From an optimization exercise on the open Yosys and OpenROAD flow, aimed at small area; shortcuts taken in it are not production practice. Only simulation tests tie the RTL to the original design; equivalence was not proved. No activity file was given, so power comes from the tool's default toggle rates.

==> flow/design.v (outline; a module is shown in full before it is edited, if it fits) <==
// module timebase: 30 lines
// module div3: 32 lines
// module dac: 25 lines
// module wrom: 135 lines
// module qrom: 56 lines
// module note: 110 lines
// module autoplay: 46 lines
// module player: 74 lines
// module keyboard: 55 lines
// module srom: 1401 lines
// module sdrom: 62 lines
// module snrom: 28 lines
// module segrom: 56 lines
// module piano: 49 lines
module piano (input wire clk,
              input wire rst_n,
              input wire [12:0] key,
              input wire [1:0] pitch,
              input wire switch_sel,
              input wire autoplay_n,
              output wire buzzer,
              output wire speaker,
              output wire [8:0] seg1,
              output wire [8:0] seg2);
  // ...
==> flow/flow/run.sh <==
#!/bin/bash
# Own layout flow: the standard synthesis, then the combinational logic
# between the (unchanged) registers is re-mapped by ABC for area, then the standard flow's
# standard layout from floorplan to finish on that netlist.
set -euo pipefail
R=orfs/results/${FLOW_PLATFORM}/piano/base
LIB=${FLOW_HOME}/platforms/${FLOW_PLATFORM}/lib/sky130_fd_sc_hd__tt_025C_1v80.lib
YOSYS=$(command -v yosys || echo ${FLOW_HOME}/../tools/install/yosys/bin/yosys)

# 1. standard synthesis (register names and cell types come from here)
bash standard.sh synth > 1_standard_synth.log 2>&1
cp ${R}/1_2_yosys.v 1_2_yosys_standard.v

# 2. re-map the combinational logic; sequential and tie cells stay as they are
SEQ=$(grep -oE 'sky130_fd_sc_hd__(df|edf|dl|sdf|conb)[a-z0-9_]*' 1_2_yosys_standard.v | sort -u | tr '\n' ' ')
cat > resyn.abc <<EOA
strash
dch -f
map -a
strash
dch -f
amap
strash
dch -f
amap
topo
EOA
cat > resyn.ys <<EOY
read_liberty -ignore_miss_func ${LIB}
blackbox ${SEQ}
read_verilog 1_2_yosys_standard.v
hierarchy -top ${FLOW_TOP}
flatten
opt_clean
abc -liberty ${LIB} -dont_use sky130_fd_sc_hd__probe* -dont_use sky130_fd_sc_hd__lpflow_* -script resyn.abc
opt_clean -purge
hilomap -singleton -hicell sky130_fd_sc_hd__conb_1 HI -locell sky130_fd_sc_hd__conb_1 LO
splitnets
opt_clean -purge
tee -o resyn_stat.txt stat -liberty ${LIB}
write_verilog -noattr -nohex -nodec 1_2_yosys_resyn.v
EOY
${YOSYS} -s resyn.ys > 2_resyn.log 2>&1
cp 1_2_yosys_resyn.v ${R}/1_2_yosys.v
rm -f ${R}/1_synth.odb ${R}/1_synth.sdc

# 3. standard layout on the re-mapped netlist
bash standard.sh finish > 3_standard_finish.log 2>&1
==> flow/standard.sh <==
#!/bin/bash
# synth_recipe.tcl (not shown) runs the flow's synth.tcl, then flattens the netlist and writes it again
# the make line also repeats each setting of config.mk as NAME=value (left out here)
make -C /OpenROAD-flow-scripts/flow DESIGN_CONFIG=/design/flow/config.mk WORK_HOME=/design/flow/orfs CLKGATE_MAP_FILE= SYNTH_SCRIPT=/design/flow/synth_recipe.tcl "${@:-finish}"
==> flow/config.mk <==
export PLATFORM = sky130hd
export DESIGN_NAME = piano
export DESIGN_NICKNAME = piano
export VERILOG_FILES = /design/flow/design.v
export SDC_FILE = /design/flow/constraint.sdc
export NUM_CORES = 4
export LEC_CHECK = 0
export CAP_MARGIN = 20
export CORE_MARGIN = 2
export CORE_UTILIZATION = 30
export CTS_BUF_LIST = sky130_fd_sc_hd__clkbuf_8 sky130_fd_sc_hd__clkbuf_16
export CTS_CLUSTER_DIAMETER = 100
export CTS_CLUSTER_SIZE = 20
export GPL_TIMING_DRIVEN = 0
export PLACE_DENSITY = 0.4
export SLEW_MARGIN = 20
export SYNTH_MEMORY_MAX_BITS = 65536
==> flow/constraint.sdc <==
create_clock -name core_clock -period 10.0 [get_ports {clk}]
set_input_delay 2.0000 -clock core_clock [delete_from_list [all_inputs] [get_ports {clk}]]
set_output_delay 2.0000 -clock core_clock [all_outputs]
set_load 0.01 [all_outputs]
==> flow_summary.ini, run 1 <==
[floorplanning]
num_io_pins = 39
die_h_um = 317
start_util_pct = 30.4

[sta]
hold_viol = 0
finClkSkew_ns = 0.0496
setup_viol = 15
worst_slack_ns = -0.112

[yosys]
synth.avg_cell_area_um2 = 7.09

[cts]
cts_hold_buf = 0
max-clock-path-buffers = 3
clk_pin_slew_ns = 0.09
post-cts-setup-buffers = 1

[power]
ir_drop_mv = 0.112
seq-power_mw = 1.74
p_leak_nw = 12.2
seqPwrFrac_pct = 57.1

[outcome]
layout.failed_checks = negative setup slack
outcome = failed layout checks

[grt]
grt.met2_usage_pct = 48.2
grt_max_degree = 91
antenna_found_initial = 13
grt_use_met1_pct = 46.8

[final_layout]
final_util_pct = 34.8
instances_no_fill = 5595
largestRegisters = keyboard_u.key_last x13, timebase_u.c6001 x13
seq_area_mm2 = 0.0107

[run]
cap_viol_max_count = 0

[route]
vias_per_cell = 6.39
drt-wirelength-per-cell_um = 32.5
met3WireLength_mm = 22.0
vias = 35800

[place]
numPortBuffers = 34
place_area_mm2 = 0.0326

[critical_path]
worstPathRequired_ns = 10.54
setup.worst_path.end = player_u.nid2[0]
r2r_start = autoplay_u.i[0]
critPathMaxFanout = 30
r2r_end = player_u.nid2[0]

[min_path]
hp-class = reg2reg
==> module autoplay, before the edit <==
module autoplay (input wire clk,
                 input wire rst,
                 input wire play_en,
                 output wire strobe,
                 output wire on,
                 output wire [5:0] code);
    reg [1:0] sta;
    reg [7:0] q;
    reg [3:0] r;
    reg [10:0] i;
    wire [10:0] entry;
    wire [7:0] delay;
    srom srom_u (i, entry);
    sdrom sdrom_u ({entry[5], entry[10:6]}, delay);
    snrom snrom_u (entry[4:0], code);
    assign strobe = sta[1];
    assign on     = entry[5];
    always @(posedge clk or posedge rst) begin
        if (rst) begin
            sta <= 2'd0;
            q   <= 8'd0;
            r   <= 4'd0;
            i   <= 11'd0;
        end
        else if (play_en) begin
            if (r == 4'd8) begin
                r <= 4'd0;
                q <= q + 1'b1;
            end
            else
                r <= r + 1'b1;
            case (sta)
                2'd0: if (q == delay) begin
                    q   <= 8'd0;
                    r   <= 4'd0;
                    sta <= 2'd1;
                end
                2'd1: sta <= 2'd3;
                default: begin
                    sta <= 2'd0;
                    i   <= (i == 11'd1393) ? 11'd0 : i + 1'b1;
                end
            endcase
        end
    end
endmodule
==> run 2: changes to the inputs <==
--- a/flow/design.v
+++ b/flow/design.v
@@ -396,9 +396,12 @@
     reg [7:0] q;
     reg [3:0] r;
     reg [10:0] i;
-    wire [10:0] entry;
+    wire [10:0] rom_out;
+    reg [10:0] entry;
     wire [7:0] delay;
-    srom srom_u (i, entry);
+    srom srom_u (i, rom_out);
+    always @(posedge clk)
+        entry <= rom_out;
     sdrom sdrom_u ({entry[5], entry[10:6]}, delay);
     snrom snrom_u (entry[4:0], code);
     assign strobe = sta[1];
--- a/flow/config.mk
+++ b/flow/config.mk
@@ -13,5 +13,6 @@
 export CTS_CLUSTER_SIZE = 20
 export GPL_TIMING_DRIVEN = 0
 export PLACE_DENSITY = 0.4
+export SETUP_SLACK_MARGIN = 0.3
 export SLEW_MARGIN = 20
 export SYNTH_MEMORY_MAX_BITS = 65536
==> run 2 against run 1 <==
Now clean on timing, DRC and antenna. Sequential share of layout area rose by 0.60 points. Sequential power rose by 3%. Total power increased by 0.65%. Flip-flop and latch count increased by 11. Clock power about the same. Combinational power fell by 2%. Critical path depth rose by 1. Setup slack better by 1.1 ns. Synthesized area increased by 1.4%. Non-clock buffer count shrank 5. First-iteration DRC count up 12%. Critical path type unchanged. Largest cell class unchanged. Highest routed layer unchanged.
==> flow_summary.ini, run 2 <==
[critical_path]
cp_slowest_stage_delay_ns = 0.69
cp.arrival_ns = 9.51
critPathMaxFanout = 26
path_class = reg2reg
rr_worst_depth = 29
r2r_start = player_u.slot[1]
r2r_slack_ns = 1.03
cp-start-kind = register
worstPathRequired_ns = 10.54
cp-end-kind = register
startpoint = player_u.slot[1]
setup.worst_path.end = player_u.voice2.hdiv[2]
r2r_end = player_u.voice2.hdiv[2]
crit_slowest_cell = dfrtp_4

[place]
gp_congestion = 1.11
hpwl_mm = 124
numPortBuffers = 34
place_area_mm2 = 0.0328
dp_cells = 5596

[sta]
hold_viol = 0
fin_crit_sh_pct = 89.7
fmax_mhz = 112
post-route-min-period_ns = 8.97
setup-tns-final_ns = 0
maxSlewViolCount = 0
slew_headroom_pct = 7.10
setup_viol = 0
finClkSkew_ns = 0.0477
rsz0062_at_grt = no
worst_pin_slew_ns = 1.39

[floorplanning]
die_area_mm2 = 0.102
start_util_pct = 30.3
dieWidth_um = 320
core_mm2 = 0.0986
die_h_um = 320
num_io_pins = 39
rows = 115

[yosys]
syn_inst = 4218
yosysWarningCount = 14
syn_area_mm2 = 0.0299
synth.avg_cell_area_um2 = 7.08

[cts]
numCtsBuffers = 29
clk_pin_slew_ns = 0.09
max-clock-path-buffers = 3
clock-sinks = 440
tritoncts = done
clockRootBuffer = clkbuf_16
htree_levels = 1
clk_latency_ns = 0.65
cts_hold_buf = 0

[power]
p_leak_nw = 12.3
switching_share_pct = 23.7
finalPower_mw = 3.08
p_switching_mw = 0.728
ir_drop_mv = 0.135
p_clk_share_pct = 40.4
p_per_area_mw_per_mm2 = 91.1
p_int_mw = 2.35
seqPwrFrac_pct = 58.1
power_frac_comb_pct = 1.5

[grt]
grt.total_usage_pct = 32.5
grt_max_degree = 86
antenna_found_initial = 18
grt_pass1_wl_mm = 242
grt_pass1_vias = 32900
overflow = 0

[route]
drt_iter0_markers = 5323
ant_nets = 0
vias = 35700
drt-wirelength-per-cell_um = 30.3
routed_wl_mm = 172
post-route-drc-count = 0
firstDrtPassIters = 10
vias_per_cell = 6.30

[min_path]
hp-class = reg2reg

[final_layout]
largestRegisters = keyboard_u.key_last x13, timebase_u.c6001 x13
design_area_mm2 = 0.0338
instances_no_fill = 5659
syn2layout_area_growth_pct = 13.0
final_nets = 4359
final_cell_mix = nor2_1 (934), clkinv_1 (599), dfrtp_1 (332)
drive_gt1_share_pct = 3.97
final_common_cell = nor2_1

[outcome]
outcome = complete, no violations

[run]
cap_viol_max_count = 0
-- run 2: cell count changes in the layout (fill, tap and decap cells not counted), moves of 11 or more --
cell / previous run / this run
nor3_1: 181 / 222
clkinv_1: 563 / 599
o22ai_1: 234 / 266
nor2_2: 47 / 22
a211oi_1: 93 / 74
a31oi_1: 69 / 87
a21oi_1: 272 / 256
nor2_1: 918 / 934
o21a_1: 23 / 39
o22a_1: 26 / 10
dfxtp_1: 44 / 55
o32ai_1: 30 / 41
-- run 2: layer usage --
metal	track usage (%)	routed length [um]	up-vias	part of all wire, %
li1	-	-	15800	-
met1	42.0	70300	16900	41
met2	46.1	68500	2283	40
met3	12.2	20600	683	12
met4	18.6	12200	12	7.1
met5	0.804	174	-	0.10
-- run 2: final cells by class --
class                           instances  area, um2
Sequential cell                       440      10900
Inverter                              608       2300
Clock buffer                           29        726
Timing Repair Buffer                   88       1110
Clock inverter                         25        173
Antenna cell                            9       22.5
Fill cell                           10800      64800
Multi-Input combinational cell       3173      16900
Tap cell                             1287       1610
-- run 2: what timing repair did --
item                                    CTS  global route
endpoints found under the setup margin    0            26
resized for setup                         0             4
setup buffers                             0             0
-- run 2: worst min-delay path by stage --
stage                             start             endpoint  cells after the start
floorplan           timebase_u.c6001[2]  timebase_u.c6001[3]                      0
global placement    timebase_u.c6001[2]  timebase_u.c6001[3]                      0
detailed placement  timebase_u.c6001[2]  timebase_u.c6001[3]                      0
CTS                 timebase_u.c6001[2]  timebase_u.c6001[3]                      0
global route        timebase_u.c6001[0]  timebase_u.c6001[1]                      0
finish              timebase_u.c6001[2]  timebase_u.c6001[3]                      0
-- run 2: power groups by stage --
stage | combinational [mW] | sequential (mW) | clock, mW
after floorplan | 0.00339 | 1.82 | 0
after global placement | 0.0437 | 1.83 | 0
after detailed placement | 0.0493 | 1.82 | 0
after CTS | 0.0495 | 1.79 | 1.31
after global routing | 0.0539 | 1.79 | 1.38
final | 0.0458 | 1.79 | 1.24
-- run 2: critical path: cells and delay by family (launching register included) --
kind / cells / cell delay [ns]
compound gates: 12 / 3.69
flops: 1 / 0.69
buf+inv: 7 / 2.06
simple gates: 10 / 2.39
-- run 2: through the flow --
stage | hold slack (ns) | setup WS, ns | util (%)
after floorplan | 0.361 | 1.71 | -
after global placement | 0.386 | -10.37 | 32.3
after detailed placement | 0.388 | 0.546 | 33.3
after CTS | 0.389 | 0.492 | 34.2
after global routing | 0.400 | 0.409 | 34.2
final | 0.388 | 1.03 | 34.3
==> run 3: changes to the inputs <==
--- a/flow/config.mk
+++ b/flow/config.mk
@@ -11,7 +11,7 @@
 export CTS_BUF_LIST = sky130_fd_sc_hd__clkbuf_8 sky130_fd_sc_hd__clkbuf_16
 export CTS_CLUSTER_DIAMETER = 100
 export CTS_CLUSTER_SIZE = 20
-export GPL_TIMING_DRIVEN = 0
+export GPL_TIMING_DRIVEN = 1
 export PLACE_DENSITY = 0.4
 export SETUP_SLACK_MARGIN = 0.3
 export SLEW_MARGIN = 20
==> run 3 against run 2 <==
Still clean on timing, DRC and antenna. Total power down 0.22%. Critical path depth down 1. Sequential power about the same. Register-to-register slack better by 0.11 ns. Die area unchanged. Cell area up 0.61%. Largest cell class unchanged.
==> flow_summary.ini, run 3 <==
[cts]
clock-sinks = 440
cts_hold_buf = 0
htree_levels = 1
max-clock-path-buffers = 3
numCtsBuffers = 29
post_cts_resized = 0
post-cts-setup-buffers = 0
clk_pin_slew_ns = 0.09
tritoncts = done
clockRootBuffer = clkbuf_16
clk_latency_ns = 0.62

[sta]
finClkSkew_ns = 0.0234
fmax_mhz = 113
maxSlewViolCount = 0
rsz0062_at_grt = no
slew_headroom_pct = 7.18
worst_pin_slew_ns = 1.39
setup_viol = 0
post-route-min-period_ns = 8.86
hold_viol = 0
setup-tns-final_ns = 0
fin_crit_sh_pct = 88.6

[min_path]
hold-path-endpoint = timebase_u.c6001[3]
hold_start = timebase_u.c6001[2]
hp-class = reg2reg
worstHoldPathCells = 0

[yosys]
syn_inst = 4218
yosysWarningCount = 14
synth.avg_cell_area_um2 = 7.08
syn_area_mm2 = 0.0299

[critical_path]
cp_top_family = compound AO/OA/AOI/OAI gates
crit_slowest_cell = a2111oi_0
path_class = reg2reg
rr_worst_depth = 28
r2r_start = player_u.slot[1]
r2r_slack_ns = 1.14
critPathBufInv = 6
cp-end-kind = register
critPathMaxFanout = 22
worstPathRequired_ns = 10.51
cp_slowest_stage_delay_ns = 0.94
path_depth = 28
cp-start-kind = register
cp.arrival_ns = 9.37
r2r_end = player_u.voice1.hdiv[0]

[grt]
grt.total_usage_pct = 33.7
antenna_found_initial = 21
grt_pass1_wl_mm = 251
overflow = 0
grt_max_degree = 127
grt_pass1_vias = 33500

[final_layout]
final_cell_mix = nor2_1 (948), clkinv_1 (605), dfrtp_1 (338)
instances_no_fill = 5758
final_nets = 4453
syn2layout_area_growth_pct = 13.7
num-fill-cells = 10800
drive_gt1_share_pct = 5.18
final_common_cell = nor2_1
largestRegisters = keyboard_u.key_last x13, timebase_u.c6001 x13

[floorplanning]
die_area_mm2 = 0.102
core_mm2 = 0.0986
die_h_um = 320
dieWidth_um = 320
rows = 115
start_util_pct = 30.3
num_io_pins = 39

[place]
hpwl_mm = 131
dp_cells = 5690
gp_congestion = 1.09
numPortBuffers = 34

[route]
ant_nets = 0
routed_wl_mm = 177
vias_per_cell = 6.30
drt-wirelength-per-cell_um = 30.8
firstDrtPassIters = 8
post-route-drc-count = 0
drt_iter0_markers = 5191
vias = 36300

[power]
ir_drop_mv = 0.126
p_switching_mw = 0.726
p_leak_nw = 12.6
p_per_area_mw_per_mm2 = 90.4
power_frac_comb_pct = 1.4
switching_share_pct = 23.6
p_int_mw = 2.34
p_clk_share_pct = 40.4
seqPwrFrac_pct = 58.2

[run]
cap_viol_max_count = 0

[outcome]
outcome = complete, no violations
[run 3: layer usage]
layer / vias to the layer above / part of all wire, % / global-route usage (%)
li1: 16000 / - / -
met1: 17300 / 41 / 44.8
met2: 2365 / 40 / 47.2
met3: 693 / 12 / 11.6
met4: 16 / 7.0 / 19.1
met5: - / 0.056 / 0
[run 3: how the worst max path moves through the flow]
| stage | from | to | slack, ns |
|---|---|---|---|
| final | player_u.slot[1] | player_u.voice1.hdiv[0] | 1.14 |
| after global routing | player_u.slot[1] | player_u.voice1.hdiv[1] | 0.40 |
| after CTS | player_u.slot[1] | player_u.voice1.hdiv[0] | 1.19 |
| after detailed placement | player_u.slot[1] | player_u.voice1.hdiv[4] | 1.25 |
| after global placement | player_u.slot[1] | player_u.voice1.hdiv[1] | 1.11 |
| after floorplan | player_u.slot[1] | player_u.voice2.hdiv[2] | 1.71 |
[run 3: layout make-up]
cell class	instances	area, um2	share of cell area, %
Multi-Input combinational cell	3173	16800	49.4
Clock inverter	24	158	0.464
Timing Repair Buffer	182	1470	4.32
Inverter	608	2280	6.72
Antenna cell	15	37.5	0.110
Clock buffer	29	726	2.14
Sequential cell	440	10900	32.1
Tap cell	1287	1610	4.74
[run 3: power groups by stage]
stage / clock network [mW] / logic [mW] / registers [mW]
after floorplan: 0 / 0.00339 / 1.82
after global placement: 0 / 0.0458 / 1.82
after detailed placement: 0 / 0.0456 / 1.82
after CTS: 1.30 / 0.0458 / 1.79
after global routing: 1.36 / 0.0500 / 1.79
final: 1.24 / 0.0423 / 1.79
[run 3: stage by stage]
| stage | hold WS [ns] | instance area (um2) | power, mW | util, % | worst slack (ns) |
|---|---|---|---|---|---|
| after global routing | 0.404 | 33900 | 3.20 | 34.4 | 0.397 |
| after CTS | 0.391 | 33900 | 3.13 | 34.4 | 1.19 |
| after global placement | 0.369 | 33000 | 1.87 | 33.5 | 1.11 |
| after detailed placement | 0.369 | 33000 | 1.87 | 33.5 | 1.25 |
| final | 0.387 | 34000 | 3.07 | 34.5 | 1.14 |
| after floorplan | 0.361 | 29900 | 1.83 | - | 1.71 |
==> module dac, before the edit <==
module dac (input wire clk,
            input wire rst,
            input wire [7:0] am,
            output reg pwm);
    reg [8:0] u;
    reg [7:0] amq;
    wire wrap = u[8];                  
    wire skip = (u % 9'd15) == 9'd0;
    always @(posedge clk or posedge rst) begin
        if (rst) begin
            u   <= 9'd0;
            amq <= 8'd0;
            pwm <= 1'b0;
        end
        else begin
            if (wrap) begin
                u   <= 9'd0;
                amq <= am;
            end
            else
                u <= u + (skip ? 9'd2 : 9'd1);
            pwm <= {1'b0, amq} < u;
        end
    end
endmodule
==> module keyboard, before the edit <==
module keyboard (input wire clk,
                 input wire rst,
                 input wire scan13_en,
                 input wire scan_en,
                 input wire [12:0] key,
                 input wire [1:0] pitch,
                 output wire strobe,
                 output wire on,
                 output wire [5:0] code);
    reg [1:0] sta;
    reg [3:0] scan_i;
    reg [12:0] key_last;       
    reg [1:0] shift;           
    reg [1:0] shift_c;         
    reg [1:0] pitch_last;
    assign strobe = sta[1];
    assign on     = ~key_last[12];
    assign code   = {shift_c, 2'b00} * 3 + ((scan_i == 4'd0) ? 4'd13 : scan_i);
    wire cur = key[scan_i];
    wire [1:0] shift_dn = ((pitch_last[0] & ~pitch[0]) && shift != 2'd0) ? shift - 1'b1 : shift;
    wire [1:0] shift_n  = ((pitch_last[1] & ~pitch[1]) && shift_dn != 2'd3) ? shift_dn + 1'b1 : shift_dn;
    always @(posedge clk or posedge rst) begin
        if (rst) begin
            sta      <= 2'd0;
            scan_i   <= 4'd0;
            key_last <= 13'h1fff;
        end
        else if (scan13_en) begin
            case (sta)
                2'd0: begin
                    if (key_last[0] != cur)
                        sta <= 2'd1;
                    key_last <= {cur, key_last[12:1]};
                    scan_i   <= (scan_i == 4'd12) ? 4'd0 : scan_i + 1'b1;
                end
                2'd1: sta <= 2'd2;
                default: sta <= 2'd0;
            endcase
        end
    end
    always @(posedge clk) begin
        if (scan13_en && sta == 2'd0 && key_last[0] != cur)
            shift_c <= shift;
    end
    always @(posedge clk or posedge rst) begin
        if (rst) begin
            shift      <= 2'd1;
            pitch_last <= 2'b11;
        end
        else if (scan_en) begin
            shift      <= shift_n;
            pitch_last <= pitch;
        end
    end
endmodule
==> run 4: changes to the inputs <==
--- a/flow/design.v
+++ b/flow/design.v
@@ -67,7 +67,13 @@
     reg [8:0] u;
     reg [7:0] amq;
     wire wrap = u[8];                  
-    wire skip = (u % 9'd15) == 9'd0;
+    reg skip;                          
+    always @(*)
+        case (u)
+            9'd0, 9'd15, 9'd30, 9'd45, 9'd60, 9'd75, 9'd90, 9'd105, 9'd120,
+            9'd135, 9'd150, 9'd165, 9'd180, 9'd195, 9'd210, 9'd225, 9'd240: skip = 1'b1;
+            default: skip = 1'b0;
+        endcase
     always @(posedge clk or posedge rst) begin
         if (rst) begin
             u   <= 9'd0;
@@ -520,12 +526,12 @@
                  output wire [5:0] code);
     reg [1:0] sta;
     reg [3:0] scan_i;
-    reg [12:0] key_last;       
+    reg [12:0] key_up;         
     reg [1:0] shift;           
     reg [1:0] shift_c;         
     reg [1:0] pitch_last;
     assign strobe = sta[1];
-    assign on     = ~key_last[12];
+    assign on     = key_up[12];
     assign code   = {shift_c, 2'b00} * 3 + ((scan_i == 4'd0) ? 4'd13 : scan_i);
     wire cur = key[scan_i];
     wire [1:0] shift_dn = ((pitch_last[0] & ~pitch[0]) && shift != 2'd0) ? shift - 1'b1 : shift;
@@ -534,14 +540,14 @@
         if (rst) begin
             sta      <= 2'd0;
             scan_i   <= 4'd0;
-            key_last <= 13'h1fff;
+            key_up   <= 13'h0000;
         end
         else if (scan13_en) begin
             case (sta)
                 2'd0: begin
-                    if (key_last[0] != cur)
+                    if (key_up[0] == cur)
                         sta <= 2'd1;
-                    key_last <= {cur, key_last[12:1]};
+                    key_up   <= {~cur, key_up[12:1]};
                     scan_i   <= (scan_i == 4'd12) ? 4'd0 : scan_i + 1'b1;
                 end
                 2'd1: sta <= 2'd2;
@@ -550,7 +556,7 @@
         end
     end
     always @(posedge clk) begin
-        if (scan13_en && sta == 2'd0 && key_last[0] != cur)
+        if (scan13_en && sta == 2'd0 && key_up[0] == cur)
             shift_c <= shift;
     end
     always @(posedge clk or posedge rst) begin
--- a/flow/config.mk
+++ b/flow/config.mk
@@ -11,7 +11,7 @@
 export CTS_BUF_LIST = sky130_fd_sc_hd__clkbuf_8 sky130_fd_sc_hd__clkbuf_16
 export CTS_CLUSTER_DIAMETER = 100
 export CTS_CLUSTER_SIZE = 20
-export GPL_TIMING_DRIVEN = 1
+export GPL_TIMING_DRIVEN = 0
 export PLACE_DENSITY = 0.4
 export SETUP_SLACK_MARGIN = 0.3
 export SLEW_MARGIN = 20
==> run 4 against run 3 <==
Count of clock-buffer cells in the layout is 1 higher. Register-to-register slack improved by 0.11 ns. Combinational power increased by 9.0%. Maximum frequency up 1.3%. Flip-flop and latch count unchanged. Utilization barely moved. Hold slack got worse by 0.011 ns. Clock power about the same. Critical endpoint is now player_u.voice2.hdiv[4].
==> flow_summary.ini, run 4 <==
[grt]
overflow = 0
grt_pass1_vias = 33100
grt_max_degree = 92
antenna_found_initial = 17
grt_pass1_wl_mm = 251
grt.total_usage_pct = 34.1

[place]
numPortBuffers = 34
dp_slack_ns = 0.535
place_area_mm2 = 0.0328
dp_cells = 5548
hpwl_mm = 129
gp_congestion = 1.08

[sta]
worst_pin_slew_ns = 1.36
finClkSkew_ns = 0.0404
setup_viol = 0
hold_viol = 0
fin_crit_sh_pct = 87.4
post-route-min-period_ns = 8.74
worst_slack_ns = 1.26
slew_headroom_pct = 9.15
rsz0062_at_grt = no
fmax_mhz = 114
maxSlewViolCount = 0
setup-tns-final_ns = 0
whs_ns = 0.376

[power]
p_int_mw = 2.36
p_per_area_mw_per_mm2 = 91.7
p_switching_mw = 0.745
ir_drop_mv = 0.127
p_leak_nw = 12.5
p_clk_share_pct = 40.9
seqPwrFrac_pct = 57.6
finalPower_mw = 3.10
switching_share_pct = 24.0
power_frac_comb_pct = 1.5

[cts]
htree_levels = 1
post-cts-setup-buffers = 0
max-clock-path-buffers = 3
cts_hold_buf = 0
numCtsBuffers = 29
clk_pin_slew_ns = 0.09
tritoncts = done
post_cts_resized = 0
clock-sinks = 440
clk_latency_ns = 0.66
clockRootBuffer = clkbuf_16

[critical_path]
cp-end-kind = register
worstPathRequired_ns = 10.54
cp_slowest_stage_delay_ns = 0.78
cp-start-kind = register
critPathMaxFanout = 26
cp.arrival_ns = 9.28
path_class = reg2reg
rr_worst_depth = 31
crit_slowest_cell = dfrtp_2

[yosys]
syn_inst = 4161
synth.avg_cell_area_um2 = 7.12
yosysWarningCount = 14
syn_area_mm2 = 0.0296

[min_path]
worstHoldPathCells = 0
hp-class = reg2reg

[floorplanning]
dieWidth_um = 318
core_mm2 = 0.0981
rows = 115
num_io_pins = 39
die_h_um = 318
start_util_pct = 30.2
die_area_mm2 = 0.101

[final_layout]
final_common_cell = nor2_1
final_util_pct = 34.4
final_nets = 4313
drive_gt1_share_pct = 4.47
instances_no_fill = 5617
design_area_mm2 = 0.0338
largestRegisters = keyboard_u.key_up x13, timebase_u.c6001 x13
syn2layout_area_growth_pct = 14.1
final_cell_mix = nor2_1 (906), clkinv_1 (564), dfrtp_1 (344)

[outcome]
outcome = complete, no violations

[route]
ant_nets = 0
routed_wl_mm = 178
firstDrtPassIters = 10
drt-wirelength-per-cell_um = 31.6
drt_iter0_markers = 5234
vias = 35400
post-route-drc-count = 0
vias_per_cell = 6.30

[run]
cap_viol_max_count = 0
==> run 4: path summary, 6_finish.rpt <==
path	start	end	slack (ns)
max	player_u.slot[1]	player_u.voice2.hdiv[4]	1.26
min	timebase_u.c6001[8]	timebase_u.c6001[9]	0.38
max reg2reg	player_u.slot[1]	player_u.voice2.hdiv[4]	1.26
min reg2reg	timebase_u.c6001[8]	timebase_u.c6001[9]	0.38
max in group asynchronous	rst_n	autoplay_u.i[8]	7.09
min in group asynchronous	rst_n	player_u.voice0.hdiv[10]	1.24
==> run 4: power groups by stage <==
stage	logic, mW	registers [mW]	clock network, mW
global placement	0.0438	1.83	0
floorplan	0.00301	1.82	0
detailed placement	0.0493	1.82	0
global route	0.0538	1.79	1.39
finish	0.0461	1.79	1.27
CTS	0.0496	1.79	1.33
==> run 4: final cells by class <==
| class | count | area (um2) |
|---|---|---|
| Fill cell | 10800 | 64300 |
| Multi-Input combinational cell | 3147 | 16900 |
| Sequential cell | 440 | 10900 |
| Inverter | 577 | 2190 |
| Tap cell | 1287 | 1610 |
| Timing Repair Buffer | 99 | 1280 |
| Clock buffer | 30 | 739 |
| Clock inverter | 24 | 166 |
| Antenna cell | 13 | 32.5 |
==> run 4: worst max-delay path: cells and delay by family, from the launching register on <==
| kind | cells | cell delay [ns] |
|---|---|---|
| AND/OR/NAND/NOR | 7 | 2.04 |
| AO/OA/AOI/OAI | 17 | 3.97 |
| buffers and inverters | 7 | 1.84 |
| flip-flops | 1 | 0.78 |
==> run 4: per-layer routing <==
| metal | part of all wire [%] | global-route usage, % |
|---|---|---|
| met1 | 41 | 43.3 |
| met2 | 41 | 49.3 |
| met3 | 11 | 11.5 |
| met4 | 7.9 | 21.7 |
| met5 | 0.078 | 0 |

-- separate check: timing with driven ports --
The results above use ideal ports. As a check the final layouts listed here were re-extracted and re-timed, cells and wires unchanged. Step 1: set_driving_cell puts a clkbuf_16 on clk and a buf_2 on each other input, an assumption about the parent block. Step 2 times the ports against the registers' clock, not the clock port: input delays grow and output delays shrink by t, the midpoint of the rising clock arrivals with the driver on. a / b / c = ideal ports / drivers / drivers and shift; a / b = the first two.
run	t (ns)	setup slack, ns	cell pins on the clock port's net
run 1	0.681	-0.112 / -0.112 / -0.112	1
run 2	0.695	1.035 / 1.035 / 1.035	1
run 3	0.679	1.141 / 1.141 / 1.141	1
run 4	0.721	1.255 / 1.255 / 1.255	1
